Background: an optimization exercise with open tools, aiming at small area, a short achievable clock period and few clock cycles per item. Do not read the settings as production practice.
For this run, only the layout was checked, not whether the RTL still works.

===== config.mk =====
export PLATFORM = sky130hd
export DESIGN_NAME = SHA256_controller
export DESIGN_NICKNAME = SHA256_controller
export VERILOG_FILES = /design/flow/design.v
export SDC_FILE = /design/flow/constraint.sdc
export NUM_CORES = 4
export LEC_CHECK = 0
export CAP_MARGIN = 20
export CORE_MARGIN = 2
export CORE_UTILIZATION = 40
export SLEW_MARGIN = 20

===== constraint.sdc =====
create_clock -name core_clock -period 10.0 [get_ports {CLOCK_50}]
set_input_delay 2.0000 -clock core_clock [delete_from_list [all_inputs] [get_ports {CLOCK_50}]]
set_output_delay 2.0000 -clock core_clock [all_outputs]
set_load 0.01 [all_outputs]

===== design.v =====
module sigma0 (input [31:0] in, output [31:0] out);
	assign out = {in[6:0], in[31:7]} ^ {in[17:0], in[31:18]} ^ (in >> 3);
endmodule
module sigma1 (input [31:0] in, output [31:0] out);
	assign out = {in[16:0], in[31:17]} ^ {in[18:0], in[31:19]} ^ (in >> 10);
endmodule
module SIGMA0 (input [31:0] in, output [31:0] out);
	assign out = {in[1:0], in[31:2]} ^ {in[12:0], in[31:13]} ^ {in[21:0], in[31:22]};
endmodule
module SIGMA1 (input [31:0] in, output [31:0] out);
	assign out = {in[5:0], in[31:6]} ^ {in[10:0], in[31:11]} ^ {in[24:0], in[31:25]};
endmodule
module choice (input [31:0] in0, in1, in2, output [31:0] out);
	assign out = (in0 & in1) | (~in0 & in2);
endmodule
module majority (input [31:0] in0, in1, in2, output [31:0] out);
	assign out = (in0 & in1) | (in0 & in2) | (in1 & in2);
endmodule
module sha256_k (input [5:0] idx, output logic [31:0] k);
	always_comb
		case (idx)
			6'd0: k = 32'h428a2f98; 6'd1: k = 32'h71374491; 6'd2: k = 32'hb5c0fbcf; 6'd3: k = 32'he9b5dba5;
			6'd4: k = 32'h3956c25b; 6'd5: k = 32'h59f111f1; 6'd6: k = 32'h923f82a4; 6'd7: k = 32'hab1c5ed5;
			6'd8: k = 32'hd807aa98; 6'd9: k = 32'h12835b01; 6'd10: k = 32'h243185be; 6'd11: k = 32'h550c7dc3;
			6'd12: k = 32'h72be5d74; 6'd13: k = 32'h80deb1fe; 6'd14: k = 32'h9bdc06a7; 6'd15: k = 32'hc19bf174;
			6'd16: k = 32'he49b69c1; 6'd17: k = 32'hefbe4786; 6'd18: k = 32'h0fc19dc6; 6'd19: k = 32'h240ca1cc;
			6'd20: k = 32'h2de92c6f; 6'd21: k = 32'h4a7484aa; 6'd22: k = 32'h5cb0a9dc; 6'd23: k = 32'h76f988da;
			6'd24: k = 32'h983e5152; 6'd25: k = 32'ha831c66d; 6'd26: k = 32'hb00327c8; 6'd27: k = 32'hbf597fc7;
			6'd28: k = 32'hc6e00bf3; 6'd29: k = 32'hd5a79147; 6'd30: k = 32'h06ca6351; 6'd31: k = 32'h14292967;
			6'd32: k = 32'h27b70a85; 6'd33: k = 32'h2e1b2138; 6'd34: k = 32'h4d2c6dfc; 6'd35: k = 32'h53380d13;
			6'd36: k = 32'h650a7354; 6'd37: k = 32'h766a0abb; 6'd38: k = 32'h81c2c92e; 6'd39: k = 32'h92722c85;
			6'd40: k = 32'ha2bfe8a1; 6'd41: k = 32'ha81a664b; 6'd42: k = 32'hc24b8b70; 6'd43: k = 32'hc76c51a3;
			6'd44: k = 32'hd192e819; 6'd45: k = 32'hd6990624; 6'd46: k = 32'hf40e3585; 6'd47: k = 32'h106aa070;
			6'd48: k = 32'h19a4c116; 6'd49: k = 32'h1e376c08; 6'd50: k = 32'h2748774c; 6'd51: k = 32'h34b0bcb5;
			6'd52: k = 32'h391c0cb3; 6'd53: k = 32'h4ed8aa4a; 6'd54: k = 32'h5b9cca4f; 6'd55: k = 32'h682e6ff3;
			6'd56: k = 32'h748f82ee; 6'd57: k = 32'h78a5636f; 6'd58: k = 32'h84c87814; 6'd59: k = 32'h8cc70208;
			6'd60: k = 32'h90befffa; 6'd61: k = 32'ha4506ceb; 6'd62: k = 32'hbef9a3f7; default: k = 32'hc67178f2;
		endcase
endmodule
module SHA256_core (
	input clk,
	input ld1,
	input ld2,
	input [5:0] rnd,
	input [255:0] midstate,
	input [95:0] data,
	input [31:0] n,
	output [255:0] state
);
	localparam [255:0] IV = 256'h6a09e667bb67ae853c6ef372a54ff53a510e527f9b05688c1f83d9ab5be0cd19;
	logic [31:0] a, b, c, d, e, f, g, h;
	logic [31:0] w [0:15];
	assign state = {a, b, c, d, e, f, g, h};
	logic [31:0] k, s0w, s1w, S0, S1, ch, mj, t1, t2, wn;
	sha256_k kr(rnd, k);
	sigma0 sg0(w[1], s0w);
	sigma1 sg1(w[14], s1w);
	SIGMA0 SG0(a, S0);
	SIGMA1 SG1(e, S1);
	choice chs(e, f, g, ch);
	majority mjs(a, b, c, mj);
	assign wn = s1w + w[9] + s0w + w[0];
	assign t1 = h + S1 + ch + k + w[0];
	assign t2 = S0 + mj;
	always_ff @(posedge clk) begin
		if (ld1) begin
			{a, b, c, d, e, f, g, h} <= midstate;
			w[0] <= data[95:64];
			w[1] <= data[63:32];
			w[2] <= data[31:0];
			w[3] <= {n[7:0], n[15:8], n[23:16], n[31:24]};
			w[4] <= 32'h80000000;
			for (int j = 5; j < 15; j++) w[j] <= 32'd0;
			w[15] <= 32'd640;
		end else if (ld2) begin
			{a, b, c, d, e, f, g, h} <= IV;
			w[0] <= a + midstate[255:224];
			w[1] <= b + midstate[223:192];
			w[2] <= c + midstate[191:160];
			w[3] <= d + midstate[159:128];
			w[4] <= e + midstate[127:96];
			w[5] <= f + midstate[95:64];
			w[6] <= g + midstate[63:32];
			w[7] <= h + midstate[31:0];
			w[8] <= 32'h80000000;
			for (int j = 9; j < 15; j++) w[j] <= 32'd0;
			w[15] <= 32'd256;
		end else begin
			h <= g; g <= f; f <= e; e <= d + t1;
			d <= c; c <= b; b <= a; a <= t1 + t2;
			for (int j = 0; j < 15; j++) w[j] <= w[j+1];
			w[15] <= wn;
		end
	end
endmodule
module SHA256_controller (
	input CLOCK_50,
	input calculate,
	input [95:0] data,
	input [255:0] midstate,
	input [255:0] target,
	output [31:0] good_nonce,
	output reg done
);
	localparam [255:0] IV = 256'h6a09e667bb67ae853c6ef372a54ff53a510e527f9b05688c1f83d9ab5be0cd19;
	localparam [1:0] LD1 = 2'd0, RUN1 = 2'd1, LD2 = 2'd2, RUN2 = 2'd3;
	logic [1:0] st;
	logic first;        
	logic [5:0] rnd;
	logic [31:0] nonce;  
	logic [255:0] state;
	logic [31:0] nonce_next;
	assign nonce_next = nonce + 32'd1;
	SHA256_core core (
		.clk(CLOCK_50),
		.ld1(st == LD1),
		.ld2(st == LD2),
		.rnd(rnd),
		.midstate(midstate),
		.data(data),
		.n(nonce_next),
		.state(state)
	);
	logic [255:0] h2, v;
	logic found;
	always_comb begin
		for (int j = 0; j < 8; j++)
			h2[32*j +: 32] = state[32*j +: 32] + IV[32*j +: 32];
		for (int j = 0; j < 32; j++)
			v[8*j +: 8] = h2[255-8*j -: 8];
	end
	assign found = !first && (v < target);
	always_ff @(posedge CLOCK_50 or posedge calculate)
		if (calculate) begin
			st <= LD1;
			first <= 1'b1;
			rnd <= 6'd0;
			nonce <= 32'h913914e2;
			done <= 1'b0;
		end else if (!done) begin
			case (st)
				LD1: begin
					first <= 1'b0;
					if (found)
						done <= 1'b1;
					else begin
						nonce <= nonce_next;
						st <= RUN1;
					end
				end
				RUN1: begin
					rnd <= rnd + 6'd1;
					if (rnd == 6'd63) st <= LD2;
				end
				LD2: st <= RUN2;
				RUN2: begin
					rnd <= rnd + 6'd1;
					if (rnd == 6'd63) st <= LD1;
				end
			endcase
		end
	assign good_nonce = nonce;
endmodule

===== run.sh =====
#!/bin/bash
# synth_recipe.tcl (not shown) runs the flow's synth.tcl, then flattens the netlist and writes it again
# the make line also repeats each setting of config.mk as NAME=value (left out here)
make -C /OpenROAD-flow-scripts/flow DESIGN_CONFIG=/design/flow/config.mk WORK_HOME=/design/flow/orfs CLKGATE_MAP_FILE= SYNTH_SCRIPT=/design/flow/synth_recipe.tcl finish

==> out/results.ini <==
[synth]
synthMuxAreaShare=0.0244
synth_top_family_by_area=compound AO/OA/AOI/OAI gates
syn_area_um2=63900
synthFlopType=dfxtp_1
syn_nets=9086
synthArstFlopShare=0.0519
synth_xor_area_frac=0.114
synthCells=7620
synth_edf_count=0
yosysUniqueCellTypes=91
yosysWarnings=5
synth-simple-area-share=0.150
synthAdderAreaFrac=0.195
synth_compound_area_frac=0.200
synth-seq-cells=810
synth_area_per_cell_um2=8.38
ys_seq_area_frac=0.257

[detailed_routing]
vias=60553
wl_um=302000
drt-initial-drc-count=6197
viasPerCell=5.82
drc=0
post_drt_wl_per_cell_um=29.0
ant_nets=0
drtPass1Iterations=6

[sta]
hold_viol=0
finClkSkew_ps=80.9
period_minus_slack_ps=8680
worstMarginPinSlew_ps=1200
rsz0062_at_grt=no
fin_setup_tns_ps=0
setup_violations=0
period_share=0.868
finalMaxSlewViolations=0
relSlewSlack=0.203
max_freq_ghz=0.115

[clock_tree]
htreeDepth=3
cts_setup_buffers=0
clk_pin_slew_ps=70
cts_root_buf=clkbuf_16
postCtsHoldBufs=0
cts_tree=yes
cts_max_path_buffers=3
cts_sinks=810
ctsResizeCount=0
clock_latency_ps=780
cts_made_buffers=94

[final_layout]
area_delta_synth_final_pct=20.2
fin_util=0.485
drive_above_1_share=0.0520
layout.nets=9705

[global_routing]
grt-ovfl-total=0
grt_max_degree=176
grt_pass1_vias=58407
groute.usage.overall=0.360
grt_pass1_wl_um=420000
antenna_found_initial=10

[setup_path]
crit_type=reg2reg
worstPathMaxFanout=12
slowest_delay_ps=520
worstPathArrival_ps=9270
startpoint_type=flop
crit_top_cell=fa_1
end_kind=flop
slowest_stage=fa_1
crit_required_ps=10590

[floorplan]
die_h_um=404
io_pins=643
placementRows=146
start_util=0.403
die_area_um2=163000
core_um2=158000
floorplan.die.width_um=404

[place]
hpwl_um=246000
place.gp.congestion=1.04
portBuffers=642

[run]
drv_cap=0

[hold_path]
hold_path.class=reg2reg

[status]
outcome=complete, no violations

## final timing paths
| kind | from | endpoint | slack [ps] | cells past startpoint |
|---|---|---|---|---|
| setup / recovery | rnd[2] | core.a[30] | 1320 | 31 |
| hold / removal | core.w[7][29] | core.w[6][29] | 420 | 2 |
| setup reg to reg | rnd[2] | core.a[30] | 1320 | 31 |
| hold reg to reg | core.w[7][29] | core.w[6][29] | 420 | 2 |
| max in group asynchronous | calculate | nonce[0] | 7740 | 3 |
| min in group asynchronous | calculate | nonce[27] | 1750 | 3 |
## final cells by class
type,instances,area [um^2]
fillers,15267,81600
multi-input cells,5829,43800
flip-flops and latches,810,16500
repair buffers,830,7910
clock buffers,119,2600
well taps,2072,2590
inverters,674,2540
clock inverters,57,882
diodes,10,25.0
## synth_stat cells (75+ instances only)
master,count,share of area
nand2_1,550,0.032
o22a_1,93,0.013
a22o_1,76,0.010
o21ai_0,435,0.034
xor2_1,248,0.034
nor3_1,134,0.011
a21o_1,232,0.027
fa_1,195,0.061
dfxtp_1,768,0.24
nor2_1,543,0.032
a21oi_1,503,0.039
and2_1,217,0.021
mux2i_1,143,0.022
xnor2_1,584,0.080
a211oi_1,80,0.0094
nor2b_1,78,0.0076
ha_1,661,0.13
clkbuf_1,264,0.016
inv_1,671,0.039
o21a_1,75,0.0088
nand3_1,134,0.011
## worst max-delay path, delay by kind of cell (launching register included)
kind / cells / cell delay (ps)
compound gates: 16 / 3730
xor+xnor: 1 / 310
fa+ha+maj: 7 / 2900
buf+inv: 3 / 590
flops: 1 / 390
simple gates: 4 / 580
## per-layer routing
layer	part of all wire	up-vias	routed length [um]	global-route usage
met2	0.43	2951	131000	0.553
met4	0.071	2	21400	0.225
met3	0.085	637	25600	0.0628
met1	0.41	29292	124000	0.467
li1	-	27671	-	-
met5	0.000043	-	13	0
## stage by stage
stage / std cells / worst slack, ps / cell area, um^2 / hold slack (ps)
2_1_floorplan: 7620 / 1840 / 63900 / 401
3_3_place_gp: 10214 / 1570 / 73300 / 406
3_5_place_dp: 10215 / 1550 / 73300 / 410
6_report: 10401 / 1320 / 76800 / 417
4_1_cts: 10391 / 1360 / 76700 / 407
5_1_grt: 10398 / 694 / 76800 / 429
## cells by family after synthesis
family                     Yosys count
muxes                              152
adders and majority gates          886
xor gates and xnor gates           833
buffers and inverters              981
DFF                                810
and+or+nand+nor                   2001
AOI/OAI and AO/OA                 1957
## sequential cells by signal, indices dropped and copies added (netlist names)
register  cells
core.h       32
rnd           6
first         1
nonce        32
done          1
core.a       32
core.d       32
core.e       32
core.g       32
core.c       32
core.f       32
st            2
core.w      512
core.b       32
## placed cells by master, fill, tap and decap left out, types with 195 or more instances in the layout
cell type        instances
clkdlybuf4s50_1        642
o21ai_0                435
and2_1                 217
dfxtp_1                768
a21o_1                 232
xor2_1                 248
a21oi_1                502
ha_1                   659
inv_1                  670
xnor2_1                584
nor2_1                 542
fa_1                   195
nand2_1                548

[what the ideal ports hide]
How much do the figures lean on ideal ports? The routed layout below was timed once more, with nothing changed but the port constraints. Step 1 assumes that a clkbuf_16 drives the clock port and a buf_2 every other input. Step 2 also shifts input and output timing later by t, the mid clock arrival at the registers, as if the neighbouring blocks saw the same clock. Three values: no drivers, after step 1, after step 2; two values: the first two.
t (ns): 0.811
slack for setup (ns): 1.323 / 1.323 / 1.323
worst data-port slew with drivers (ns): 0.14
pins driven straight from the clock port: 1
After both steps setup and hold are still met in this run. For this run, drivers alone change the setup slack by 0.000 ns; drivers and shift together by 0.000 ns.
